What follows belongs to an exercise in optimizing a design on an open flow for small area; a production flow would make more cautious choices. Function was checked by simulation only, so behaviour that the tests miss may differ from the original. Power and IR drop assume default switching activity.

[design.v]
`timescale 1 ns / 1 ps
module rms_peak_core (
    input  wire        clk,
    input  wire        rst_n,
    input  wire        en,
    input  wire        bypass,
    input  wire        a15,
    input  wire [7:0]  bone,
    input  wire [7:0]  btwo,
    input  wire [7:0]  bneg,
    input  wire [15:0] din,
    output reg  [14:0] dout
);
    wire        sgn = din[15];
    wire [14:0] mag = (din[14:0] ^ {15{sgn}}) + {14'b0, sgn & (|din[14:0])};
    reg  [14:0] abs_val;
    reg  [30:0] env_acc;
    reg  [14:0] abs_val_d1;
    wire [14:0] env_hi = env_acc[30:16];
    wire s1 = abs_val[0] ^ ~env_acc[16] ^ 1'b1;
    wire c2 = (abs_val[0] & ~env_acc[16]) | (1'b1 & (abs_val[0] ^ ~env_acc[16]));
    wire s3 = abs_val[1] ^ ~env_acc[17] ^ c2;
    wire c4 = (abs_val[1] & ~env_acc[17]) | (c2 & (abs_val[1] ^ ~env_acc[17]));
    wire s5 = abs_val[2] ^ ~env_acc[18] ^ c4;
    wire c6 = (abs_val[2] & ~env_acc[18]) | (c4 & (abs_val[2] ^ ~env_acc[18]));
    wire s7 = abs_val[3] ^ ~env_acc[19] ^ c6;
    wire c8 = (abs_val[3] & ~env_acc[19]) | (c6 & (abs_val[3] ^ ~env_acc[19]));
    wire s9 = abs_val[4] ^ ~env_acc[20] ^ c8;
    wire c10 = (abs_val[4] & ~env_acc[20]) | (c8 & (abs_val[4] ^ ~env_acc[20]));
    wire s11 = abs_val[5] ^ ~env_acc[21] ^ c10;
    wire c12 = (abs_val[5] & ~env_acc[21]) | (c10 & (abs_val[5] ^ ~env_acc[21]));
    wire s13 = abs_val[6] ^ ~env_acc[22] ^ 1'b0;
    wire c14 = (abs_val[6] & ~env_acc[22]) | (1'b0 & (abs_val[6] ^ ~env_acc[22]));
    wire s15 = abs_val[7] ^ ~env_acc[23] ^ c14;
    wire c16 = (abs_val[7] & ~env_acc[23]) | (c14 & (abs_val[7] ^ ~env_acc[23]));
    wire s17 = abs_val[8] ^ ~env_acc[24] ^ c16;
    wire c18 = (abs_val[8] & ~env_acc[24]) | (c16 & (abs_val[8] ^ ~env_acc[24]));
    wire s19 = abs_val[9] ^ ~env_acc[25] ^ c18;
    wire c20 = (abs_val[9] & ~env_acc[25]) | (c18 & (abs_val[9] ^ ~env_acc[25]));
    wire s21 = abs_val[10] ^ ~env_acc[26] ^ c20;
    wire c22 = (abs_val[10] & ~env_acc[26]) | (c20 & (abs_val[10] ^ ~env_acc[26]));
    wire ci23 = s13 ^ c12;
    wire ci24 = s15 ^ (c12 & s13);
    wire pp_25 = s13 & s15;
    wire ci26 = s17 ^ (c12 & pp_25);
    wire pp_27 = pp_25 & s17;
    wire ci28 = s19 ^ (c12 & pp_27);
    wire pp_29 = pp_27 & s19;
    wire ci30 = s21 ^ (c12 & pp_29);
    wire pp_31 = pp_29 & s21;
    wire cb32 = c22 | (c12 & pp_31);
    wire s33 = abs_val[11] ^ ~env_acc[27] ^ 1'b0;
    wire c34 = (abs_val[11] & ~env_acc[27]) | (1'b0 & (abs_val[11] ^ ~env_acc[27]));
    wire s35 = abs_val[12] ^ ~env_acc[28] ^ c34;
    wire c36 = (abs_val[12] & ~env_acc[28]) | (c34 & (abs_val[12] ^ ~env_acc[28]));
    wire s37 = abs_val[13] ^ ~env_acc[29] ^ c36;
    wire c38 = (abs_val[13] & ~env_acc[29]) | (c36 & (abs_val[13] ^ ~env_acc[29]));
    wire s39 = abs_val[14] ^ ~env_acc[30] ^ c38;
    wire c40 = (abs_val[14] & ~env_acc[30]) | (c38 & (abs_val[14] ^ ~env_acc[30]));
    wire ci41 = s33 ^ cb32;
    wire ci42 = s35 ^ (cb32 & s33);
    wire pp_43 = s33 & s35;
    wire ci44 = s37 ^ (cb32 & pp_43);
    wire pp_45 = pp_43 & s37;
    wire ci46 = s39 ^ (cb32 & pp_45);
    wire pp_47 = pp_45 & s39;
    wire cb48 = c40 | (cb32 & pp_47);
    wire n49 = ~cb48;
    wire [15:0] diff = {n49, ci46, ci44, ci42, ci41, ci30, ci28, ci26, ci24, ci23, s11, s9, s7, s5, s3, s1};
    wire pp50 = ((bone[0] & diff[0]) | (btwo[0] & 1'b0)) ^ bneg[0];
    wire pp51 = ((bone[0] & diff[1]) | (btwo[0] & diff[0])) ^ bneg[0];
    wire pp52 = ((bone[0] & diff[2]) | (btwo[0] & diff[1])) ^ bneg[0];
    wire pp53 = ((bone[0] & diff[3]) | (btwo[0] & diff[2])) ^ bneg[0];
    wire pp54 = ((bone[0] & diff[4]) | (btwo[0] & diff[3])) ^ bneg[0];
    wire pp55 = ((bone[0] & diff[5]) | (btwo[0] & diff[4])) ^ bneg[0];
    wire pp56 = ((bone[0] & diff[6]) | (btwo[0] & diff[5])) ^ bneg[0];
    wire pp57 = ((bone[0] & diff[7]) | (btwo[0] & diff[6])) ^ bneg[0];
    wire pp58 = ((bone[0] & diff[8]) | (btwo[0] & diff[7])) ^ bneg[0];
    wire pp59 = ((bone[0] & diff[9]) | (btwo[0] & diff[8])) ^ bneg[0];
    wire pp60 = ((bone[0] & diff[10]) | (btwo[0] & diff[9])) ^ bneg[0];
    wire pp61 = ((bone[0] & diff[11]) | (btwo[0] & diff[10])) ^ bneg[0];
    wire pp62 = ((bone[0] & diff[12]) | (btwo[0] & diff[11])) ^ bneg[0];
    wire pp63 = ((bone[0] & diff[13]) | (btwo[0] & diff[12])) ^ bneg[0];
    wire pp64 = ((bone[0] & diff[14]) | (btwo[0] & diff[13])) ^ bneg[0];
    wire pp65 = ((bone[0] & diff[15]) | (btwo[0] & diff[14])) ^ bneg[0];
    wire pp66 = ((bone[0] & diff[15]) | (btwo[0] & diff[15])) ^ bneg[0];
    wire ns67 = ~pp66;
    wire pp68 = ((bone[1] & diff[0]) | (btwo[1] & 1'b0)) ^ bneg[1];
    wire pp69 = ((bone[1] & diff[1]) | (btwo[1] & diff[0])) ^ bneg[1];
    wire pp70 = ((bone[1] & diff[2]) | (btwo[1] & diff[1])) ^ bneg[1];
    wire pp71 = ((bone[1] & diff[3]) | (btwo[1] & diff[2])) ^ bneg[1];
    wire pp72 = ((bone[1] & diff[4]) | (btwo[1] & diff[3])) ^ bneg[1];
    wire pp73 = ((bone[1] & diff[5]) | (btwo[1] & diff[4])) ^ bneg[1];
    wire pp74 = ((bone[1] & diff[6]) | (btwo[1] & diff[5])) ^ bneg[1];
    wire pp75 = ((bone[1] & diff[7]) | (btwo[1] & diff[6])) ^ bneg[1];
    wire pp76 = ((bone[1] & diff[8]) | (btwo[1] & diff[7])) ^ bneg[1];
    wire pp77 = ((bone[1] & diff[9]) | (btwo[1] & diff[8])) ^ bneg[1];
    wire pp78 = ((bone[1] & diff[10]) | (btwo[1] & diff[9])) ^ bneg[1];
    wire pp79 = ((bone[1] & diff[11]) | (btwo[1] & diff[10])) ^ bneg[1];
    wire pp80 = ((bone[1] & diff[12]) | (btwo[1] & diff[11])) ^ bneg[1];
    wire pp81 = ((bone[1] & diff[13]) | (btwo[1] & diff[12])) ^ bneg[1];
    wire pp82 = ((bone[1] & diff[14]) | (btwo[1] & diff[13])) ^ bneg[1];
    wire pp83 = ((bone[1] & diff[15]) | (btwo[1] & diff[14])) ^ bneg[1];
    wire pp84 = ((bone[1] & diff[15]) | (btwo[1] & diff[15])) ^ bneg[1];
    wire ns85 = ~pp84;
    wire pp86 = ((bone[2] & diff[0]) | (btwo[2] & 1'b0)) ^ bneg[2];
    wire pp87 = ((bone[2] & diff[1]) | (btwo[2] & diff[0])) ^ bneg[2];
    wire pp88 = ((bone[2] & diff[2]) | (btwo[2] & diff[1])) ^ bneg[2];
    wire pp89 = ((bone[2] & diff[3]) | (btwo[2] & diff[2])) ^ bneg[2];
    wire pp90 = ((bone[2] & diff[4]) | (btwo[2] & diff[3])) ^ bneg[2];
    wire pp91 = ((bone[2] & diff[5]) | (btwo[2] & diff[4])) ^ bneg[2];
    wire pp92 = ((bone[2] & diff[6]) | (btwo[2] & diff[5])) ^ bneg[2];
    wire pp93 = ((bone[2] & diff[7]) | (btwo[2] & diff[6])) ^ bneg[2];
    wire pp94 = ((bone[2] & diff[8]) | (btwo[2] & diff[7])) ^ bneg[2];
    wire pp95 = ((bone[2] & diff[9]) | (btwo[2] & diff[8])) ^ bneg[2];
    wire pp96 = ((bone[2] & diff[10]) | (btwo[2] & diff[9])) ^ bneg[2];
    wire pp97 = ((bone[2] & diff[11]) | (btwo[2] & diff[10])) ^ bneg[2];
    wire pp98 = ((bone[2] & diff[12]) | (btwo[2] & diff[11])) ^ bneg[2];
    wire pp99 = ((bone[2] & diff[13]) | (btwo[2] & diff[12])) ^ bneg[2];
    wire pp100 = ((bone[2] & diff[14]) | (btwo[2] & diff[13])) ^ bneg[2];
    wire pp101 = ((bone[2] & diff[15]) | (btwo[2] & diff[14])) ^ bneg[2];
    wire pp102 = ((bone[2] & diff[15]) | (btwo[2] & diff[15])) ^ bneg[2];
    wire ns103 = ~pp102;
    wire pp104 = ((bone[3] & diff[0]) | (btwo[3] & 1'b0)) ^ bneg[3];
    wire pp105 = ((bone[3] & diff[1]) | (btwo[3] & diff[0])) ^ bneg[3];
    wire pp106 = ((bone[3] & diff[2]) | (btwo[3] & diff[1])) ^ bneg[3];
    wire pp107 = ((bone[3] & diff[3]) | (btwo[3] & diff[2])) ^ bneg[3];
    wire pp108 = ((bone[3] & diff[4]) | (btwo[3] & diff[3])) ^ bneg[3];
    wire pp109 = ((bone[3] & diff[5]) | (btwo[3] & diff[4])) ^ bneg[3];
    wire pp110 = ((bone[3] & diff[6]) | (btwo[3] & diff[5])) ^ bneg[3];
    wire pp111 = ((bone[3] & diff[7]) | (btwo[3] & diff[6])) ^ bneg[3];
    wire pp112 = ((bone[3] & diff[8]) | (btwo[3] & diff[7])) ^ bneg[3];
    wire pp113 = ((bone[3] & diff[9]) | (btwo[3] & diff[8])) ^ bneg[3];
    wire pp114 = ((bone[3] & diff[10]) | (btwo[3] & diff[9])) ^ bneg[3];
    wire pp115 = ((bone[3] & diff[11]) | (btwo[3] & diff[10])) ^ bneg[3];
    wire pp116 = ((bone[3] & diff[12]) | (btwo[3] & diff[11])) ^ bneg[3];
    wire pp117 = ((bone[3] & diff[13]) | (btwo[3] & diff[12])) ^ bneg[3];
    wire pp118 = ((bone[3] & diff[14]) | (btwo[3] & diff[13])) ^ bneg[3];
    wire pp119 = ((bone[3] & diff[15]) | (btwo[3] & diff[14])) ^ bneg[3];
    wire pp120 = ((bone[3] & diff[15]) | (btwo[3] & diff[15])) ^ bneg[3];
    wire ns121 = ~pp120;
    wire pp122 = ((bone[4] & diff[0]) | (btwo[4] & 1'b0)) ^ bneg[4];
    wire pp123 = ((bone[4] & diff[1]) | (btwo[4] & diff[0])) ^ bneg[4];
    wire pp124 = ((bone[4] & diff[2]) | (btwo[4] & diff[1])) ^ bneg[4];
    wire pp125 = ((bone[4] & diff[3]) | (btwo[4] & diff[2])) ^ bneg[4];
    wire pp126 = ((bone[4] & diff[4]) | (btwo[4] & diff[3])) ^ bneg[4];
    wire pp127 = ((bone[4] & diff[5]) | (btwo[4] & diff[4])) ^ bneg[4];
    wire pp128 = ((bone[4] & diff[6]) | (btwo[4] & diff[5])) ^ bneg[4];
    wire pp129 = ((bone[4] & diff[7]) | (btwo[4] & diff[6])) ^ bneg[4];
    wire pp130 = ((bone[4] & diff[8]) | (btwo[4] & diff[7])) ^ bneg[4];
    wire pp131 = ((bone[4] & diff[9]) | (btwo[4] & diff[8])) ^ bneg[4];
    wire pp132 = ((bone[4] & diff[10]) | (btwo[4] & diff[9])) ^ bneg[4];
    wire pp133 = ((bone[4] & diff[11]) | (btwo[4] & diff[10])) ^ bneg[4];
    wire pp134 = ((bone[4] & diff[12]) | (btwo[4] & diff[11])) ^ bneg[4];
    wire pp135 = ((bone[4] & diff[13]) | (btwo[4] & diff[12])) ^ bneg[4];
    wire pp136 = ((bone[4] & diff[14]) | (btwo[4] & diff[13])) ^ bneg[4];
    wire pp137 = ((bone[4] & diff[15]) | (btwo[4] & diff[14])) ^ bneg[4];
    wire pp138 = ((bone[4] & diff[15]) | (btwo[4] & diff[15])) ^ bneg[4];
    wire ns139 = ~pp138;
    wire pp140 = ((bone[5] & diff[0]) | (btwo[5] & 1'b0)) ^ bneg[5];
    wire pp141 = ((bone[5] & diff[1]) | (btwo[5] & diff[0])) ^ bneg[5];
    wire pp142 = ((bone[5] & diff[2]) | (btwo[5] & diff[1])) ^ bneg[5];
    wire pp143 = ((bone[5] & diff[3]) | (btwo[5] & diff[2])) ^ bneg[5];
    wire pp144 = ((bone[5] & diff[4]) | (btwo[5] & diff[3])) ^ bneg[5];
    wire pp145 = ((bone[5] & diff[5]) | (btwo[5] & diff[4])) ^ bneg[5];
    wire pp146 = ((bone[5] & diff[6]) | (btwo[5] & diff[5])) ^ bneg[5];
    wire pp147 = ((bone[5] & diff[7]) | (btwo[5] & diff[6])) ^ bneg[5];
    wire pp148 = ((bone[5] & diff[8]) | (btwo[5] & diff[7])) ^ bneg[5];
    wire pp149 = ((bone[5] & diff[9]) | (btwo[5] & diff[8])) ^ bneg[5];
    wire pp150 = ((bone[5] & diff[10]) | (btwo[5] & diff[9])) ^ bneg[5];
    wire pp151 = ((bone[5] & diff[11]) | (btwo[5] & diff[10])) ^ bneg[5];
    wire pp152 = ((bone[5] & diff[12]) | (btwo[5] & diff[11])) ^ bneg[5];
    wire pp153 = ((bone[5] & diff[13]) | (btwo[5] & diff[12])) ^ bneg[5];
    wire pp154 = ((bone[5] & diff[14]) | (btwo[5] & diff[13])) ^ bneg[5];
    wire pp155 = ((bone[5] & diff[15]) | (btwo[5] & diff[14])) ^ bneg[5];
    wire pp156 = ((bone[5] & diff[15]) | (btwo[5] & diff[15])) ^ bneg[5];
    wire ns157 = ~pp156;
    wire pp158 = ((bone[6] & diff[0]) | (btwo[6] & 1'b0)) ^ bneg[6];
    wire pp159 = ((bone[6] & diff[1]) | (btwo[6] & diff[0])) ^ bneg[6];
    wire pp160 = ((bone[6] & diff[2]) | (btwo[6] & diff[1])) ^ bneg[6];
    wire pp161 = ((bone[6] & diff[3]) | (btwo[6] & diff[2])) ^ bneg[6];
    wire pp162 = ((bone[6] & diff[4]) | (btwo[6] & diff[3])) ^ bneg[6];
    wire pp163 = ((bone[6] & diff[5]) | (btwo[6] & diff[4])) ^ bneg[6];
    wire pp164 = ((bone[6] & diff[6]) | (btwo[6] & diff[5])) ^ bneg[6];
    wire pp165 = ((bone[6] & diff[7]) | (btwo[6] & diff[6])) ^ bneg[6];
    wire pp166 = ((bone[6] & diff[8]) | (btwo[6] & diff[7])) ^ bneg[6];
    wire pp167 = ((bone[6] & diff[9]) | (btwo[6] & diff[8])) ^ bneg[6];
    wire pp168 = ((bone[6] & diff[10]) | (btwo[6] & diff[9])) ^ bneg[6];
    wire pp169 = ((bone[6] & diff[11]) | (btwo[6] & diff[10])) ^ bneg[6];
    wire pp170 = ((bone[6] & diff[12]) | (btwo[6] & diff[11])) ^ bneg[6];
    wire pp171 = ((bone[6] & diff[13]) | (btwo[6] & diff[12])) ^ bneg[6];
    wire pp172 = ((bone[6] & diff[14]) | (btwo[6] & diff[13])) ^ bneg[6];
    wire pp173 = ((bone[6] & diff[15]) | (btwo[6] & diff[14])) ^ bneg[6];
    wire pp174 = ((bone[6] & diff[15]) | (btwo[6] & diff[15])) ^ bneg[6];
    wire ns175 = ~pp174;
    wire pp176 = ((bone[7] & diff[0]) | (btwo[7] & 1'b0)) ^ bneg[7];
    wire pp177 = ((bone[7] & diff[1]) | (btwo[7] & diff[0])) ^ bneg[7];
    wire pp178 = ((bone[7] & diff[2]) | (btwo[7] & diff[1])) ^ bneg[7];
    wire pp179 = ((bone[7] & diff[3]) | (btwo[7] & diff[2])) ^ bneg[7];
    wire pp180 = ((bone[7] & diff[4]) | (btwo[7] & diff[3])) ^ bneg[7];
    wire pp181 = ((bone[7] & diff[5]) | (btwo[7] & diff[4])) ^ bneg[7];
    wire pp182 = ((bone[7] & diff[6]) | (btwo[7] & diff[5])) ^ bneg[7];
    wire pp183 = ((bone[7] & diff[7]) | (btwo[7] & diff[6])) ^ bneg[7];
    wire pp184 = ((bone[7] & diff[8]) | (btwo[7] & diff[7])) ^ bneg[7];
    wire pp185 = ((bone[7] & diff[9]) | (btwo[7] & diff[8])) ^ bneg[7];
    wire pp186 = ((bone[7] & diff[10]) | (btwo[7] & diff[9])) ^ bneg[7];
    wire pp187 = ((bone[7] & diff[11]) | (btwo[7] & diff[10])) ^ bneg[7];
    wire pp188 = ((bone[7] & diff[12]) | (btwo[7] & diff[11])) ^ bneg[7];
    wire pp189 = ((bone[7] & diff[13]) | (btwo[7] & diff[12])) ^ bneg[7];
    wire pp190 = ((bone[7] & diff[14]) | (btwo[7] & diff[13])) ^ bneg[7];
    wire pp191 = ((bone[7] & diff[15]) | (btwo[7] & diff[14])) ^ bneg[7];
    wire pp192 = ((bone[7] & diff[15]) | (btwo[7] & diff[15])) ^ bneg[7];
    wire ns193 = ~pp192;
    wire pp194 = diff[0] & a15;
    wire pp195 = diff[1] & a15;
    wire pp196 = diff[2] & a15;
    wire pp197 = diff[3] & a15;
    wire pp198 = diff[4] & a15;
    wire pp199 = diff[5] & a15;
    wire pp200 = diff[6] & a15;
    wire pp201 = diff[7] & a15;
    wire pp202 = diff[8] & a15;
    wire pp203 = diff[9] & a15;
    wire pp204 = diff[10] & a15;
    wire pp205 = diff[11] & a15;
    wire pp206 = diff[12] & a15;
    wire pp207 = diff[13] & a15;
    wire pp208 = diff[14] & a15;
    wire s209 = pp64 ^ pp80;
    wire c210 = pp64 & pp80;
    wire s211 = pp65 ^ pp81;
    wire c212 = pp65 & pp81;
    wire s213 = ns67 ^ pp82 ^ pp98;
    wire c214 = (ns67 & pp82) | (pp98 & (ns67 ^ pp82));
    wire s215 = pp114 ^ pp130;
    wire c216 = pp114 & pp130;
    wire s217 = pp83 ^ pp99 ^ pp115;
    wire c218 = (pp83 & pp99) | (pp115 & (pp83 ^ pp99));
    wire s219 = pp131 ^ pp147;
    wire c220 = pp131 & pp147;
    wire s221 = ns85 ^ pp100 ^ pp116;
    wire c222 = (ns85 & pp100) | (pp116 & (ns85 ^ pp100));
    wire s223 = pp101 ^ pp117;
    wire c224 = pp101 & pp117;
    wire s225 = pp58 ^ pp74;
    wire c226 = pp58 & pp74;
    wire s227 = pp59 ^ pp75;
    wire c228 = pp59 & pp75;
    wire s229 = pp60 ^ pp76 ^ pp92;
    wire c230 = (pp60 & pp76) | (pp92 & (pp60 ^ pp76));
    wire s231 = pp108 ^ pp124;
    wire c232 = pp108 & pp124;
    wire s233 = pp61 ^ pp77 ^ pp93;
    wire c234 = (pp61 & pp77) | (pp93 & (pp61 ^ pp77));
    wire s235 = pp109 ^ pp125;
    wire c236 = pp109 & pp125;
    wire s237 = pp62 ^ pp78 ^ pp94;
    wire c238 = (pp62 & pp78) | (pp94 & (pp62 ^ pp78));
    wire s239 = pp110 ^ pp126 ^ pp142;
    wire c240 = (pp110 & pp126) | (pp142 & (pp110 ^ pp126));
    wire s241 = pp158 ^ bneg[6];
    wire c242 = pp158 & bneg[6];
    wire s243 = pp63 ^ pp79 ^ pp95;
    wire c244 = (pp63 & pp79) | (pp95 & (pp63 ^ pp79));
    wire s245 = pp111 ^ pp127 ^ pp143;
    wire c246 = (pp111 & pp127) | (pp143 & (pp111 ^ pp127));
    wire s247 = pp159 ^ env_acc[13];
    wire c248 = pp159 & env_acc[13];
    wire s249 = s209 ^ pp96 ^ pp112;
    wire c250 = (s209 & pp96) | (pp112 & (s209 ^ pp96));
    wire s251 = pp128 ^ pp144 ^ pp160;
    wire c252 = (pp128 & pp144) | (pp160 & (pp128 ^ pp144));
    wire s253 = pp176 ^ bneg[7] ^ env_acc[14];
    wire c254 = (pp176 & bneg[7]) | (env_acc[14] & (pp176 ^ bneg[7]));
    wire s255 = c210 ^ s211 ^ pp97;
    wire c256 = (c210 & s211) | (pp97 & (c210 ^ s211));
    wire s257 = pp113 ^ pp129 ^ pp145;
    wire c258 = (pp113 & pp129) | (pp145 & (pp113 ^ pp129));
    wire s259 = pp161 ^ pp177 ^ env_acc[15];
    wire c260 = (pp161 & pp177) | (env_acc[15] & (pp161 ^ pp177));
    wire s261 = c212 ^ s213 ^ s215;
    wire c262 = (c212 & s213) | (s215 & (c212 ^ s213));
    wire s263 = pp146 ^ pp162 ^ pp178;
    wire c264 = (pp146 & pp162) | (pp178 & (pp146 ^ pp162));
    wire s265 = pp194 ^ 1'b1 ^ env_acc[16];
    wire c266 = (pp194 & 1'b1) | (env_acc[16] & (pp194 ^ 1'b1));
    wire s267 = c214 ^ c216 ^ s217;
    wire c268 = (c214 & c216) | (s217 & (c214 ^ c216));
    wire s269 = s219 ^ pp163 ^ pp179;
    wire c270 = (s219 & pp163) | (pp179 & (s219 ^ pp163));
    wire s271 = pp195 ^ 1'b1 ^ env_acc[17];
    wire c272 = (pp195 & 1'b1) | (env_acc[17] & (pp195 ^ 1'b1));
    wire s273 = c218 ^ c220 ^ s221;
    wire c274 = (c218 & c220) | (s221 & (c218 ^ c220));
    wire s275 = pp132 ^ pp148 ^ pp164;
    wire c276 = (pp132 & pp148) | (pp164 & (pp132 ^ pp148));
    wire s277 = pp180 ^ pp196 ^ env_acc[18];
    wire c278 = (pp180 & pp196) | (env_acc[18] & (pp180 ^ pp196));
    wire s279 = c222 ^ s223 ^ pp133;
    wire c280 = (c222 & s223) | (pp133 & (c222 ^ s223));
    wire s281 = pp149 ^ pp165 ^ pp181;
    wire c282 = (pp149 & pp165) | (pp181 & (pp149 ^ pp165));
    wire s283 = pp197 ^ 1'b1 ^ env_acc[19];
    wire c284 = (pp197 & 1'b1) | (env_acc[19] & (pp197 ^ 1'b1));
    wire s285 = c224 ^ ns103 ^ pp118;
    wire c286 = (c224 & ns103) | (pp118 & (c224 ^ ns103));
    wire s287 = pp134 ^ pp150 ^ pp166;
    wire c288 = (pp134 & pp150) | (pp166 & (pp134 ^ pp150));
    wire s289 = pp182 ^ pp198 ^ env_acc[20];
    wire c290 = (pp182 & pp198) | (env_acc[20] & (pp182 ^ pp198));
    wire s291 = pp119 ^ pp135 ^ pp151;
    wire c292 = (pp119 & pp135) | (pp151 & (pp119 ^ pp135));
    wire s293 = pp167 ^ pp183 ^ pp199;
    wire c294 = (pp167 & pp183) | (pp199 & (pp167 ^ pp183));
    wire s295 = 1'b1 ^ env_acc[21];
    wire c296 = 1'b1 & env_acc[21];
    wire s297 = ns121 ^ pp136 ^ pp152;
    wire c298 = (ns121 & pp136) | (pp152 & (ns121 ^ pp136));
    wire s299 = pp168 ^ pp184 ^ pp200;
    wire c300 = (pp168 & pp184) | (pp200 & (pp168 ^ pp184));
    wire s301 = pp137 ^ pp153 ^ pp169;
    wire c302 = (pp137 & pp153) | (pp169 & (pp137 ^ pp153));
    wire s303 = pp185 ^ pp201;
    wire c304 = pp185 & pp201;
    wire s305 = ns139 ^ pp154 ^ pp170;
    wire c306 = (ns139 & pp154) | (pp170 & (ns139 ^ pp154));
    wire s307 = pp155 ^ pp171;
    wire c308 = pp155 & pp171;
    wire s309 = pp54 ^ pp70;
    wire c310 = pp54 & pp70;
    wire s311 = pp55 ^ pp71;
    wire c312 = pp55 & pp71;
    wire s313 = pp56 ^ pp72 ^ pp88;
    wire c314 = (pp56 & pp72) | (pp88 & (pp56 ^ pp72));
    wire s315 = pp104 ^ bneg[3];
    wire c316 = pp104 & bneg[3];
    wire s317 = pp57 ^ pp73 ^ pp89;
    wire c318 = (pp57 & pp73) | (pp89 & (pp57 ^ pp73));
    wire s319 = pp105 ^ env_acc[7];
    wire c320 = pp105 & env_acc[7];
    wire s321 = s225 ^ pp90 ^ pp106;
    wire c322 = (s225 & pp90) | (pp106 & (s225 ^ pp90));
    wire s323 = pp122 ^ bneg[4] ^ env_acc[8];
    wire c324 = (pp122 & bneg[4]) | (env_acc[8] & (pp122 ^ bneg[4]));
    wire s325 = c226 ^ s227 ^ pp91;
    wire c326 = (c226 & s227) | (pp91 & (c226 ^ s227));
    wire s327 = pp107 ^ pp123 ^ env_acc[9];
    wire c328 = (pp107 & pp123) | (env_acc[9] & (pp107 ^ pp123));
    wire s329 = c228 ^ s229 ^ s231;
    wire c330 = (c228 & s229) | (s231 & (c228 ^ s229));
    wire s331 = pp140 ^ bneg[5] ^ env_acc[10];
    wire c332 = (pp140 & bneg[5]) | (env_acc[10] & (pp140 ^ bneg[5]));
    wire s333 = c230 ^ c232 ^ s233;
    wire c334 = (c230 & c232) | (s233 & (c230 ^ c232));
    wire s335 = s235 ^ pp141 ^ env_acc[11];
    wire c336 = (s235 & pp141) | (env_acc[11] & (s235 ^ pp141));
    wire s337 = c234 ^ c236 ^ s237;
    wire c338 = (c234 & c236) | (s237 & (c234 ^ c236));
    wire s339 = s239 ^ s241 ^ env_acc[12];
    wire c340 = (s239 & s241) | (env_acc[12] & (s239 ^ s241));
    wire s341 = c238 ^ c240 ^ c242;
    wire c342 = (c238 & c240) | (c242 & (c238 ^ c240));
    wire s343 = s243 ^ s245 ^ s247;
    wire c344 = (s243 & s245) | (s247 & (s243 ^ s245));
    wire s345 = c244 ^ c246 ^ c248;
    wire c346 = (c244 & c246) | (c248 & (c244 ^ c246));
    wire s347 = s249 ^ s251 ^ s253;
    wire c348 = (s249 & s251) | (s253 & (s249 ^ s251));
    wire s349 = c250 ^ c252 ^ c254;
    wire c350 = (c250 & c252) | (c254 & (c250 ^ c252));
    wire s351 = s255 ^ s257 ^ s259;
    wire c352 = (s255 & s257) | (s259 & (s255 ^ s257));
    wire s353 = c256 ^ c258 ^ c260;
    wire c354 = (c256 & c258) | (c260 & (c256 ^ c258));
    wire s355 = s261 ^ s263 ^ s265;
    wire c356 = (s261 & s263) | (s265 & (s261 ^ s263));
    wire s357 = c262 ^ c264 ^ c266;
    wire c358 = (c262 & c264) | (c266 & (c262 ^ c264));
    wire s359 = s267 ^ s269 ^ s271;
    wire c360 = (s267 & s269) | (s271 & (s267 ^ s269));
    wire s361 = c268 ^ c270 ^ c272;
    wire c362 = (c268 & c270) | (c272 & (c268 ^ c270));
    wire s363 = s273 ^ s275 ^ s277;
    wire c364 = (s273 & s275) | (s277 & (s273 ^ s275));
    wire s365 = c274 ^ c276 ^ c278;
    wire c366 = (c274 & c276) | (c278 & (c274 ^ c276));
    wire s367 = s279 ^ s281 ^ s283;
    wire c368 = (s279 & s281) | (s283 & (s279 ^ s281));
    wire s369 = c280 ^ c282 ^ c284;
    wire c370 = (c280 & c282) | (c284 & (c280 ^ c282));
    wire s371 = s285 ^ s287 ^ s289;
    wire c372 = (s285 & s287) | (s289 & (s285 ^ s287));
    wire s373 = c286 ^ c288 ^ c290;
    wire c374 = (c286 & c288) | (c290 & (c286 ^ c288));
    wire s375 = s291 ^ s293 ^ s295;
    wire c376 = (s291 & s293) | (s295 & (s291 ^ s293));
    wire s377 = c292 ^ c294 ^ c296;
    wire c378 = (c292 & c294) | (c296 & (c292 ^ c294));
    wire s379 = s297 ^ s299 ^ env_acc[22];
    wire c380 = (s297 & s299) | (env_acc[22] & (s297 ^ s299));
    wire s381 = c298 ^ c300 ^ s301;
    wire c382 = (c298 & c300) | (s301 & (c298 ^ c300));
    wire s383 = s303 ^ 1'b1 ^ env_acc[23];
    wire c384 = (s303 & 1'b1) | (env_acc[23] & (s303 ^ 1'b1));
    wire s385 = c302 ^ c304 ^ s305;
    wire c386 = (c302 & c304) | (s305 & (c302 ^ c304));
    wire s387 = pp186 ^ pp202 ^ env_acc[24];
    wire c388 = (pp186 & pp202) | (env_acc[24] & (pp186 ^ pp202));
    wire s389 = c306 ^ s307 ^ pp187;
    wire c390 = (c306 & s307) | (pp187 & (c306 ^ s307));
    wire s391 = pp203 ^ 1'b1 ^ env_acc[25];
    wire c392 = (pp203 & 1'b1) | (env_acc[25] & (pp203 ^ 1'b1));
    wire s393 = c308 ^ ns157 ^ pp172;
    wire c394 = (c308 & ns157) | (pp172 & (c308 ^ ns157));
    wire s395 = pp188 ^ pp204 ^ env_acc[26];
    wire c396 = (pp188 & pp204) | (env_acc[26] & (pp188 ^ pp204));
    wire s397 = pp173 ^ pp189 ^ pp205;
    wire c398 = (pp173 & pp189) | (pp205 & (pp173 ^ pp189));
    wire s399 = 1'b1 ^ env_acc[27];
    wire c400 = 1'b1 & env_acc[27];
    wire s401 = ns175 ^ pp190 ^ pp206;
    wire c402 = (ns175 & pp190) | (pp206 & (ns175 ^ pp190));
    wire s403 = pp191 ^ pp207;
    wire c404 = pp191 & pp207;
    wire s405 = pp52 ^ pp68;
    wire c406 = pp52 & pp68;
    wire s407 = pp53 ^ pp69;
    wire c408 = pp53 & pp69;
    wire s409 = s309 ^ pp86 ^ bneg[2];
    wire c410 = (s309 & pp86) | (bneg[2] & (s309 ^ pp86));
    wire s411 = c310 ^ s311 ^ pp87;
    wire c412 = (c310 & s311) | (pp87 & (c310 ^ s311));
    wire s413 = c312 ^ s313 ^ s315;
    wire c414 = (c312 & s313) | (s315 & (c312 ^ s313));
    wire s415 = c314 ^ c316 ^ s317;
    wire c416 = (c314 & c316) | (s317 & (c314 ^ c316));
    wire s417 = c318 ^ c320 ^ s321;
    wire c418 = (c318 & c320) | (s321 & (c318 ^ c320));
    wire s419 = c322 ^ c324 ^ s325;
    wire c420 = (c322 & c324) | (s325 & (c322 ^ c324));
    wire s421 = c326 ^ c328 ^ s329;
    wire c422 = (c326 & c328) | (s329 & (c326 ^ c328));
    wire s423 = c330 ^ c332 ^ s333;
    wire c424 = (c330 & c332) | (s333 & (c330 ^ c332));
    wire s425 = c334 ^ c336 ^ s337;
    wire c426 = (c334 & c336) | (s337 & (c334 ^ c336));
    wire s427 = c338 ^ c340 ^ s341;
    wire c428 = (c338 & c340) | (s341 & (c338 ^ c340));
    wire s429 = c342 ^ c344 ^ s345;
    wire c430 = (c342 & c344) | (s345 & (c342 ^ c344));
    wire s431 = c346 ^ c348 ^ s349;
    wire c432 = (c346 & c348) | (s349 & (c346 ^ c348));
    wire s433 = c350 ^ c352 ^ s353;
    wire c434 = (c350 & c352) | (s353 & (c350 ^ c352));
    wire s435 = c354 ^ c356 ^ s357;
    wire c436 = (c354 & c356) | (s357 & (c354 ^ c356));
    wire s437 = c358 ^ c360 ^ s361;
    wire c438 = (c358 & c360) | (s361 & (c358 ^ c360));
    wire s439 = c362 ^ c364 ^ s365;
    wire c440 = (c362 & c364) | (s365 & (c362 ^ c364));
    wire s441 = c366 ^ c368 ^ s369;
    wire c442 = (c366 & c368) | (s369 & (c366 ^ c368));
    wire s443 = c370 ^ c372 ^ s373;
    wire c444 = (c370 & c372) | (s373 & (c370 ^ c372));
    wire s445 = c374 ^ c376 ^ s377;
    wire c446 = (c374 & c376) | (s377 & (c374 ^ c376));
    wire s447 = c378 ^ c380 ^ s381;
    wire c448 = (c378 & c380) | (s381 & (c378 ^ c380));
    wire s449 = c382 ^ c384 ^ s385;
    wire c450 = (c382 & c384) | (s385 & (c382 ^ c384));
    wire s451 = c386 ^ c388 ^ s389;
    wire c452 = (c386 & c388) | (s389 & (c386 ^ c388));
    wire s453 = c390 ^ c392 ^ s393;
    wire c454 = (c390 & c392) | (s393 & (c390 ^ c392));
    wire s455 = c394 ^ c396 ^ s397;
    wire c456 = (c394 & c396) | (s397 & (c394 ^ c396));
    wire s457 = c398 ^ c400 ^ s401;
    wire c458 = (c398 & c400) | (s401 & (c398 ^ c400));
    wire s459 = c402 ^ s403 ^ 1'b1;
    wire c460 = (c402 & s403) | (1'b1 & (c402 ^ s403));
    wire s461 = c404 ^ ns193 ^ pp208;
    wire c462 = (c404 & ns193) | (pp208 & (c404 ^ ns193));
    wire s463 = pp50 ^ bneg[0];
    wire c464 = pp50 & bneg[0];
    wire s465 = pp51 ^ env_acc[1];
    wire c466 = pp51 & env_acc[1];
    wire s467 = s405 ^ bneg[1] ^ env_acc[2];
    wire c468 = (s405 & bneg[1]) | (env_acc[2] & (s405 ^ bneg[1]));
    wire s469 = c406 ^ s407 ^ env_acc[3];
    wire c470 = (c406 & s407) | (env_acc[3] & (c406 ^ s407));
    wire s471 = c408 ^ s409 ^ env_acc[4];
    wire c472 = (c408 & s409) | (env_acc[4] & (c408 ^ s409));
    wire s473 = c410 ^ s411 ^ env_acc[5];
    wire c474 = (c410 & s411) | (env_acc[5] & (c410 ^ s411));
    wire s475 = c412 ^ s413 ^ env_acc[6];
    wire c476 = (c412 & s413) | (env_acc[6] & (c412 ^ s413));
    wire s477 = c414 ^ s415 ^ s319;
    wire c478 = (c414 & s415) | (s319 & (c414 ^ s415));
    wire s479 = c416 ^ s417 ^ s323;
    wire c480 = (c416 & s417) | (s323 & (c416 ^ s417));
    wire s481 = c418 ^ s419 ^ s327;
    wire c482 = (c418 & s419) | (s327 & (c418 ^ s419));
    wire s483 = c420 ^ s421 ^ s331;
    wire c484 = (c420 & s421) | (s331 & (c420 ^ s421));
    wire s485 = c422 ^ s423 ^ s335;
    wire c486 = (c422 & s423) | (s335 & (c422 ^ s423));
    wire s487 = c424 ^ s425 ^ s339;
    wire c488 = (c424 & s425) | (s339 & (c424 ^ s425));
    wire s489 = c426 ^ s427 ^ s343;
    wire c490 = (c426 & s427) | (s343 & (c426 ^ s427));
    wire s491 = c428 ^ s429 ^ s347;
    wire c492 = (c428 & s429) | (s347 & (c428 ^ s429));
    wire s493 = c430 ^ s431 ^ s351;
    wire c494 = (c430 & s431) | (s351 & (c430 ^ s431));
    wire s495 = c432 ^ s433 ^ s355;
    wire c496 = (c432 & s433) | (s355 & (c432 ^ s433));
    wire s497 = c434 ^ s435 ^ s359;
    wire c498 = (c434 & s435) | (s359 & (c434 ^ s435));
    wire s499 = c436 ^ s437 ^ s363;
    wire c500 = (c436 & s437) | (s363 & (c436 ^ s437));
    wire s501 = c438 ^ s439 ^ s367;
    wire c502 = (c438 & s439) | (s367 & (c438 ^ s439));
    wire s503 = c440 ^ s441 ^ s371;
    wire c504 = (c440 & s441) | (s371 & (c440 ^ s441));
    wire s505 = c442 ^ s443 ^ s375;
    wire c506 = (c442 & s443) | (s375 & (c442 ^ s443));
    wire s507 = c444 ^ s445 ^ s379;
    wire c508 = (c444 & s445) | (s379 & (c444 ^ s445));
    wire s509 = c446 ^ s447 ^ s383;
    wire c510 = (c446 & s447) | (s383 & (c446 ^ s447));
    wire s511 = c448 ^ s449 ^ s387;
    wire c512 = (c448 & s449) | (s387 & (c448 ^ s449));
    wire s513 = c450 ^ s451 ^ s391;
    wire c514 = (c450 & s451) | (s391 & (c450 ^ s451));
    wire s515 = c452 ^ s453 ^ s395;
    wire c516 = (c452 & s453) | (s395 & (c452 ^ s453));
    wire s517 = c454 ^ s455 ^ s399;
    wire c518 = (c454 & s455) | (s399 & (c454 ^ s455));
    wire s519 = c456 ^ s457 ^ env_acc[28];
    wire c520 = (c456 & s457) | (env_acc[28] & (c456 ^ s457));
    wire s521 = c458 ^ s459 ^ env_acc[29];
    wire c522 = (c458 & s459) | (env_acc[29] & (c458 ^ s459));
    wire s523 = c460 ^ s461 ^ env_acc[30];
    wire c524 = (c460 & s461) | (env_acc[30] & (c460 ^ s461));
    wire s525 = s463 ^ env_acc[0] ^ 1'b0;
    wire c526 = (s463 & env_acc[0]) | (1'b0 & (s463 ^ env_acc[0]));
    wire s527 = c464 ^ s465 ^ c526;
    wire c528 = (c464 & s465) | (c526 & (c464 ^ s465));
    wire s529 = c466 ^ s467 ^ c528;
    wire c530 = (c466 & s467) | (c528 & (c466 ^ s467));
    wire s531 = c468 ^ s469 ^ c530;
    wire c532 = (c468 & s469) | (c530 & (c468 ^ s469));
    wire s533 = c470 ^ s471 ^ c532;
    wire c534 = (c470 & s471) | (c532 & (c470 ^ s471));
    wire s535 = c472 ^ s473 ^ c534;
    wire c536 = (c472 & s473) | (c534 & (c472 ^ s473));
    wire s537 = c474 ^ s475 ^ c536;
    wire c538 = (c474 & s475) | (c536 & (c474 ^ s475));
    wire s539 = c476 ^ s477 ^ c538;
    wire c540 = (c476 & s477) | (c538 & (c476 ^ s477));
    wire s541 = c478 ^ s479 ^ c540;
    wire c542 = (c478 & s479) | (c540 & (c478 ^ s479));
    wire s543 = c480 ^ s481 ^ c542;
    wire c544 = (c480 & s481) | (c542 & (c480 ^ s481));
    wire s545 = c482 ^ s483 ^ c544;
    wire c546 = (c482 & s483) | (c544 & (c482 ^ s483));
    wire s547 = c484 ^ s485 ^ c546;
    wire c548 = (c484 & s485) | (c546 & (c484 ^ s485));
    wire s549 = c486 ^ s487 ^ c548;
    wire c550 = (c486 & s487) | (c548 & (c486 ^ s487));
    wire s551 = c488 ^ s489 ^ c550;
    wire c552 = (c488 & s489) | (c550 & (c488 ^ s489));
    wire s553 = c490 ^ s491 ^ 1'b0;
    wire c554 = (c490 & s491) | (1'b0 & (c490 ^ s491));
    wire s555 = c492 ^ s493 ^ c554;
    wire c556 = (c492 & s493) | (c554 & (c492 ^ s493));
    wire s557 = c494 ^ s495 ^ c556;
    wire c558 = (c494 & s495) | (c556 & (c494 ^ s495));
    wire s559 = c496 ^ s497 ^ c558;
    wire c560 = (c496 & s497) | (c558 & (c496 ^ s497));
    wire s561 = c498 ^ s499 ^ c560;
    wire c562 = (c498 & s499) | (c560 & (c498 ^ s499));
    wire s563 = c500 ^ s501 ^ c562;
    wire c564 = (c500 & s501) | (c562 & (c500 ^ s501));
    wire ci565 = s553 ^ c552;
    wire ci566 = s555 ^ (c552 & s553);
    wire pp_567 = s553 & s555;
    wire ci568 = s557 ^ (c552 & pp_567);
    wire pp_569 = pp_567 & s557;
    wire ci570 = s559 ^ (c552 & pp_569);
    wire pp_571 = pp_569 & s559;
    wire ci572 = s561 ^ (c552 & pp_571);
    wire pp_573 = pp_571 & s561;
    wire ci574 = s563 ^ (c552 & pp_573);
    wire pp_575 = pp_573 & s563;
    wire cb576 = c564 | (c552 & pp_575);
    wire s577 = c502 ^ s503 ^ 1'b0;
    wire c578 = (c502 & s503) | (1'b0 & (c502 ^ s503));
    wire s579 = c504 ^ s505 ^ c578;
    wire c580 = (c504 & s505) | (c578 & (c504 ^ s505));
    wire s581 = c506 ^ s507 ^ c580;
    wire c582 = (c506 & s507) | (c580 & (c506 ^ s507));
    wire s583 = c508 ^ s509 ^ c582;
    wire c584 = (c508 & s509) | (c582 & (c508 ^ s509));
    wire s585 = c510 ^ s511 ^ c584;
    wire c586 = (c510 & s511) | (c584 & (c510 ^ s511));
    wire s587 = c512 ^ s513 ^ c586;
    wire c588 = (c512 & s513) | (c586 & (c512 ^ s513));
    wire ci589 = s577 ^ cb576;
    wire ci590 = s579 ^ (cb576 & s577);
    wire pp_591 = s577 & s579;
    wire ci592 = s581 ^ (cb576 & pp_591);
    wire pp_593 = pp_591 & s581;
    wire ci594 = s583 ^ (cb576 & pp_593);
    wire pp_595 = pp_593 & s583;
    wire ci596 = s585 ^ (cb576 & pp_595);
    wire pp_597 = pp_595 & s585;
    wire ci598 = s587 ^ (cb576 & pp_597);
    wire pp_599 = pp_597 & s587;
    wire cb600 = c588 | (cb576 & pp_599);
    wire s601 = c514 ^ s515 ^ 1'b0;
    wire c602 = (c514 & s515) | (1'b0 & (c514 ^ s515));
    wire s603 = c516 ^ s517 ^ c602;
    wire c604 = (c516 & s517) | (c602 & (c516 ^ s517));
    wire s605 = c518 ^ s519 ^ c604;
    wire c606 = (c518 & s519) | (c604 & (c518 ^ s519));
    wire s607 = c520 ^ s521 ^ c606;
    wire c608 = (c520 & s521) | (c606 & (c520 ^ s521));
    wire s609 = c522 ^ s523 ^ c608;
    wire c610 = (c522 & s523) | (c608 & (c522 ^ s523));
    wire ci611 = s601 ^ cb600;
    wire ci612 = s603 ^ (cb600 & s601);
    wire pp_613 = s601 & s603;
    wire ci614 = s605 ^ (cb600 & pp_613);
    wire pp_615 = pp_613 & s605;
    wire ci616 = s607 ^ (cb600 & pp_615);
    wire pp_617 = pp_615 & s607;
    wire ci618 = s609 ^ (cb600 & pp_617);
    wire pp_619 = pp_617 & s609;
    wire cb620 = c610 | (cb600 & pp_619);
    wire [30:0] nxt = {ci618, ci616, ci614, ci612, ci611, ci598, ci596, ci594, ci592, ci590, ci589, ci574, ci572, ci570, ci568, ci566, ci565, s551, s549, s547, s545, s543, s541, s539, s537, s535, s533, s531, s529, s527, s525};
    always @(posedge clk) begin
        if (!rst_n)
            env_acc <= 31'd0;
        else if (1'b1)
            env_acc <= nxt;
    end
    always @(posedge clk) begin
        if (!rst_n) begin
            abs_val    <= 15'd0;
            abs_val_d1 <= 15'd0;
            dout       <= 15'd0;
        end else if (en) begin
            abs_val    <= mag;
            abs_val_d1 <= abs_val;
            dout       <= bypass ? abs_val_d1 : env_hi;
        end
    end
endmodule
`timescale 1 ns / 1 ps
module rms_peak_axis #(
    parameter integer C_S_AXI_DATA_WIDTH = 32,
    parameter integer C_S_AXI_ADDR_WIDTH = 4,
    parameter integer AUDIO_WIDTH        = 16,
    parameter integer ALPHA_WIDTH        = 16,
    parameter integer CORE_LATENCY       = 3
)(
    input  wire aclk,
    input  wire aresetn,
    input  wire [31:0] s_axis_tdata,
    input  wire        s_axis_tlast,
    input  wire        s_axis_tvalid,
    output wire        s_axis_tready,
    output wire [31:0] m_axis_tdata,
    output wire        m_axis_tlast,
    output wire        m_axis_tvalid,
    input  wire        m_axis_tready,
    input  wire [C_S_AXI_ADDR_WIDTH-1:0] s_axi_awaddr,
    input  wire                          s_axi_awvalid,
    output wire                          s_axi_awready,
    input  wire [C_S_AXI_DATA_WIDTH-1:0] s_axi_wdata,
    input  wire [3:0]                    s_axi_wstrb,
    input  wire                          s_axi_wvalid,
    output wire                          s_axi_wready,
    output wire [1:0]                    s_axi_bresp,
    output wire                          s_axi_bvalid,
    input  wire                          s_axi_bready,
    input  wire [C_S_AXI_ADDR_WIDTH-1:0] s_axi_araddr,
    input  wire                          s_axi_arvalid,
    output wire                          s_axi_arready,
    output wire [C_S_AXI_DATA_WIDTH-1:0] s_axi_rdata,
    output wire [1:0]                    s_axi_rresp,
    output wire                          s_axi_rvalid,
    input  wire                          s_axi_rready
);
    reg [31:0] reg_ctrl;
    reg [31:0] reg_alpha;
    reg        axi_awready, axi_bvalid;
    reg        axi_arready, axi_rvalid;
    reg [31:0] axi_rdata;
    assign s_axi_awready = axi_awready;
    assign s_axi_wready  = axi_awready;
    assign s_axi_bvalid  = axi_bvalid;
    assign s_axi_bresp   = 2'b00;
    assign s_axi_arready = axi_arready;
    assign s_axi_rvalid  = axi_rvalid;
    assign s_axi_rresp   = 2'b00;
    assign s_axi_rdata   = axi_rdata;
    always @(posedge aclk) begin
        if (!aresetn) begin
            axi_awready <= 1'b0;
            axi_bvalid  <= 1'b0;
            reg_ctrl    <= 32'h0000_0001;
            reg_alpha   <= 32'h0000_0800;
        end else begin
            axi_awready <= !axi_awready && s_axi_awvalid && s_axi_wvalid;
            if (axi_awready && s_axi_awaddr[3:2] == 2'h0) reg_ctrl  <= s_axi_wdata;
            if (axi_awready && s_axi_awaddr[3:2] == 2'h1) reg_alpha <= s_axi_wdata;
            if (axi_awready)
                axi_bvalid <= 1'b1;
            else if (s_axi_bready)
                axi_bvalid <= 1'b0;
        end
    end
    always @(posedge aclk) begin
        if (!aresetn) begin
            axi_arready <= 1'b0;
            axi_rvalid  <= 1'b0;
            axi_rdata   <= 32'b0;
        end else begin
            axi_arready <= !axi_arready && s_axi_arvalid;
            if (axi_arready && !axi_rvalid) begin
                axi_rvalid <= 1'b1;
                case (s_axi_araddr[3:2])
                    2'h0:    axi_rdata <= reg_ctrl;
                    2'h1:    axi_rdata <= reg_alpha;
                    default: axi_rdata <= 32'b0;
                endcase
            end else if (s_axi_rready) begin
                axi_rvalid <= 1'b0;
            end
        end
    end
    wire global_en = reg_ctrl[0];
    wire core_ce   = s_axis_tvalid && m_axis_tready && global_en;
    reg [2:0] valid_pipe;
    reg [2:0] last_pipe;
    wire [14:0] out_l, out_r;
    wire [16:0] a_ext = {reg_alpha[15:0], 1'b0};
    wire [7:0]  bone, btwo, bneg;
    genvar k;
    generate
        for (k = 0; k < 8; k = k + 1) begin : g_booth
            wire x2 = (2*k+2 <= 16) ? a_ext[2*k+2] : 1'b0;
            wire x1 = a_ext[2*k+1];
            wire x0 = a_ext[2*k];
            assign bone[k] = (x1 ^ x0) & core_ce;
            assign btwo[k] = ((x2 & ~x1 & ~x0) | (~x2 & x1 & x0)) & core_ce;
            assign bneg[k] = x2 & ~(x1 & x0) & core_ce;
        end
    endgenerate
    wire a15 = reg_alpha[15] & core_ce;
    rms_peak_core u_rms_l (
        .clk(aclk), .rst_n(aresetn), .en(core_ce), .bypass(reg_ctrl[1]),
        .bone(bone), .btwo(btwo), .bneg(bneg), .a15(a15),
        .din(s_axis_tdata[15:0]), .dout(out_l)
    );
    rms_peak_core u_rms_r (
        .clk(aclk), .rst_n(aresetn), .en(core_ce), .bypass(reg_ctrl[1]),
        .bone(bone), .btwo(btwo), .bneg(bneg), .a15(a15),
        .din(s_axis_tdata[31:16]), .dout(out_r)
    );
    always @(posedge aclk) begin
        if (!aresetn) begin
            valid_pipe <= 3'b0;
            last_pipe  <= 3'b0;
        end else if (m_axis_tready) begin
            valid_pipe <= {valid_pipe[1:0], s_axis_tvalid && global_en};
            last_pipe  <= {last_pipe[1:0], s_axis_tlast};
        end
    end
    assign s_axis_tready = m_axis_tready;
    assign m_axis_tdata  = {1'b0, out_r, 1'b0, out_l};
    assign m_axis_tvalid = valid_pipe[2];
    assign m_axis_tlast  = last_pipe[2];
endmodule
[flow/run.sh]
#!/bin/bash
# Standard ORFS layout (the standard.sh, standard synthesis unchanged) with
# three changes: port buffers are the smallest buffer (buf_1) instead of the
# delay cell buffer_ports picks by default, CTS uses sky130_fd_sc_hd__clkbuf_4 and inserts no dummy
# clock loads. Each make step logs to orfs/logs/...; make's own output goes to
# flow_make.log.
set -euo pipefail
bash standard.sh \
  'BUFFER_PORTS_ARGS=-buffer_cell sky130_fd_sc_hd__buf_1' \
  'CTS_ARGS=-sink_clustering_enable -repair_clock_nets -dont_use_dummy_load -buf_list sky130_fd_sc_hd__clkbuf_4' \
  finish > flow_make.log 2>&1
[standard.sh]
#!/bin/bash
# synth_recipe.tcl (not shown) runs the flow's synth.tcl, then flattens the netlist and writes it again
# the make line also repeats each setting of config.mk as NAME=value (left out here)
make -C /OpenROAD-flow-scripts/flow DESIGN_CONFIG=/design/flow/config.mk WORK_HOME=/design/flow/orfs CLKGATE_MAP_FILE= SYNTH_SCRIPT=/design/flow/synth_recipe.tcl "${@:-finish}"
[config.mk]
export PLATFORM = sky130hd
export DESIGN_NAME = rms_peak_axis
export DESIGN_NICKNAME = rms_peak_axis
export VERILOG_FILES = /design/flow/design.v
export SDC_FILE = /design/flow/constraint.sdc
export NUM_CORES = 4
export LEC_CHECK = 0
export ABC_AREA = 1
export CAP_MARGIN = 20
export CORE_MARGIN = 2
export CORE_UTILIZATION = 60
export SLEW_MARGIN = 20
[constraint.sdc]
create_clock -name core_clock -period 12.0 [get_ports {aclk}]
set_input_delay 2.4000 -clock core_clock [delete_from_list [all_inputs] [get_ports {aclk}]]
set_output_delay 2.4000 -clock core_clock [all_outputs]
set_load 0.01 [all_outputs]
==> notes.md <==
## cell type report
class | count | area (sq um) | share of cell area (%)
Timing Repair Buffer | 189 | 871 | 3.36
Antenna cell | 3 | 7.51 | 0.0290
Multi-Input combinational cell | 1919 | 16400 | 63.5
Inverter | 585 | 2200 | 8.49
Sequential cell | 258 | 5160 | 20.0
Tap cell | 532 | 666 | 2.57
Clock buffer | 72 | 541 | 2.09
## cells in the final DEF, fill, tap and decap left out, types with 3 or more instances in the layout
cell type and n:
a21oi_1 162, a31oi_1 33, buf_1 146, buf_4 42
clkbuf_4 73, clkinv_1 4, conb_1 6, dfxtp_1 258
diode_2 3, fa_1 320, ha_1 89, inv_1 573
inv_2 7, mux2i_1 6, nand2_1 297, nand3_1 44
nand4_1 12, nor2_1 85, nor2_2 3, nor3_1 11
nor3_2 4, nor3_4 4, nor4_1 9, o211ai_1 5
o21ai_0 199, o21ai_1 4, o21bai_1 15, o22ai_1 270
or2_2 7, xnor2_1 40, xor2_1 275
## path summary, 6_finish.rpt
| check | start | to | cells past startpoint |
|---|---|---|---|
| setup / recovery | m_axis_tready | u_rms_l.env_acc[27]$_SDFF_PN0_ | 31 |
| hold / removal | reg_ctrl[26]$_SDFFE_PN0P_ | reg_ctrl[26]$_SDFFE_PN0P_ | 2 |
| setup reg to reg | u_rms_l.env_acc[16]$_SDFF_PN0_ | u_rms_l.env_acc[27]$_SDFF_PN0_ | 35 |
| hold reg to reg | reg_ctrl[26]$_SDFFE_PN0P_ | reg_ctrl[26]$_SDFFE_PN0P_ | 2 |
## per-stage QoR
step	setup slack (ps)	total power, uW	hold WS, ps	util [%]	area (sq um)
6_report	1550	5940	452	63.7	25900
5_1_grt	1160	6670	469	63.7	25900
4_1_cts	1610	5950	441	63.6	25900
3_5_place_dp	814	5300	446	62.3	25300
3_3_place_gp	903	5220	434	62.3	25300
2_1_floorplan	2420	4310	430	-	24600
## critical path: cells and delay by family
kind,cells,cell delay (ps)
buffers and inverters,5,1250
AND/OR/NAND/NOR,11,1990
XOR/XNOR,1,150
adder cells (fa/ha/maj),14,5230
## layer usage
layer	vias to the layer above	wire [um]	part of all wire (%)
li1	9520	-	-
met4	0	2100	3.3
met2	704	29500	47
met1	9878	27700	44
met5	-	0	0
met3	139	4100	6.5
## cells by family (layout without fill, tap and decap cells)
family	after synthesis	in the layout
AND/OR/NAND/NOR	485	485
AO/OA/AOI/OAI	696	696
flip-flops	258	258
other	1	9
XOR/XNOR	317	317
adder cells (fa/ha/maj)	409	409
multiplexers	6	6
buffers and inverters	783	846
## sequential cells by signal, summed over array words and instances, names as in the netlist, 15 cells and up
| signal | cells |
|---|---|
| u_rms_r.env_acc | 31 |
| u_rms_r.abs_val_d1 | 15 |
| u_rms_r.abs_val | 15 |
| reg_alpha | 32 |
| reg_ctrl | 32 |
| u_rms_l.dout | 15 |
| u_rms_l.abs_val | 15 |
| u_rms_l.env_acc | 31 |
| axi_rdata | 32 |
| u_rms_l.abs_val_d1 | 15 |
| u_rms_r.dout | 15 |
## where the power goes
part	switching (uW)	total (uW)	internal (uW)
registers	82.4	1070	990
clock network	333	604	271
logic	2670	4270	1600
==> flow_metrics.tcl <==
set metrics [dict create \
    status "finished clean" \
    grt_usage_pct 31.2 \
    worst_pin_slew_ps 1170 \
    max_stage_delay_ps 710 \
    initial_core_util_pct 60.6 \
    use_met1_pct 42.0 \
    grt.busiest_layer "met2" \
    grt_pass1_wl_um 105000 \
    syn_area_per_cell_sq_um 8.33 \
    clkLatencyLatePin_ps 780 \
    setup_tns_ps 0 \
    grtUsageMet3_pct 6.06 \
    crit_type "in -> reg" \
    wirelength_um 63400 \
    path_common_cell "fa_1" \
    ys_async_sr_fraction_pct 0 \
    synth-seq-area-share_pct 21.0 \
    cts_resized 0 \
    cts.htree.levels 3 \
    wl_per_cell_um 17.8 \
    start_kind "input pin" \
    synthMuxAreaShare_pct 0.244 \
    root_buffer "clkbuf_4" \
    dr.pass1.iters 6 \
    dp_cells 3483 \
    via_per_inst 5.69 \
    synth-main-ff-cell "dfxtp_1" \
    ys_ff_latch 258 \
    vdd_ir_drop_max_mv 0.268 \
    core_sq_um 40600 \
    grt_max_degree 102 \
    yosysWarningCount 2 \
    area_growth_pct 5.12 \
    clock_skew_ps 75.5 \
    synthDistinctLibCells 43 \
    io_buffers 147 \
    power.density_nw_per_um2 230 \
    rsz0062_at_grt "no" \
    fin_nets 3520 \
    antenna_found_initial 2 \
    fillers 3641 \
    ctsHoldBuffers 0 \
    yosysMostFrequentCell "inv_1" \
    synth_xor_area_share_pct 11.3 \
    gr-usage-met2_pct 50.1 \
    synthAdderAreaFrac_pct 30.5 \
    required_ps 12610 \
    drtAntennaViolNets 0 \
    period_needed_ps 10450 \
    yosys.area.top_type "fa_1" \
    drc 0 \
    synth_top_family_by_area "adder cells" \
    row_count 74 \
    die_w_um 207 \
    cts.reportedPaths.clkPinSlew_ps 60 \
    finalSetupViolations 0 \
    num_vias 20200 \
    synth_edf_count 0 \
    hold_path.class "reg -> reg" \
    p_leak_uw 0.0113 \
    final_layout_size_suffix_gt1_share_pct 5.03 \
    yosys.area_share.simple_pct 8.44 \
    instances_no_fill 3558 \
    cp_data_arrival_time_ps 11070 \
    gr-total-overflow 0 \
    worst_setup_path_end_kind "flip-flop" \
    syn_area_sq_um 24600 \
    dieArea_sq_um 42700 \
    synth-compound-area-share_pct 16.0 \
    hold_viol 0 \
    critPathMaxFanout 12 \
    critPathSlowestCell "fa_1" \
    synth.area.top_cells "fa_1 26%, dfxtp_1 21%, xor2_1 9.8%" \
    period_share_pct 87.1 \
    maxSlewViolCount 0 \
    cts_sinks 258 \
    synth.top_cell.area_share_pct 26.0 \
    r2r_setup_slack_ps 1900 \
    post_cts_buffers 0 \
    cts-buffers-inserted 72 \
    die_h_um 207 \
    maxSlewHeadroom_pct 22.1 \
    ys_top_cells_by_count "573 x inv_1, 320 x fa_1, 299 x nand2_1" \
    drt_iter0_markers 1531 \
    max_cap_violations 0 \
    grt_pass1_vias 20500 \
    cts_tree "yes" \
    place_congestion 0.882 \
    syn_inst 2955 \
    ios 162 \
    fmax_mhz 95.6 \
    clock_path_buffers 3 \
    hpwl_um 46000 \
]

-- afterwards: timing with drivers on the ports --
In the flow no input, the clock included, has a driving cell. The finished layout below was timed again as built, in two steps.
Step 1: set_driving_cell puts a clkbuf_16 on aclk and a buf_2 on each other input, an assumption about the parent block.
Step 2 adds t to the input delays and takes it off the output delays; t is the mean of the earliest and latest rising clock arrival at the registers after step 1. Input paths then give back, and output paths get back, about the clock's delay inside the block.
Slacks: no drivers / after step 1 / after step 2; pairs: no drivers / after step 1.
t (ns): 0.798
setup slack, ns: 1.545 / 1.575 / 0.776
worst slew at a driven data input, ns: 0.05
pins driven straight from the clock port: 1
After both steps this run still meets setup and hold. The setup slack of this run moves by +0.030 ns with the drivers and by -0.769 ns with both steps.
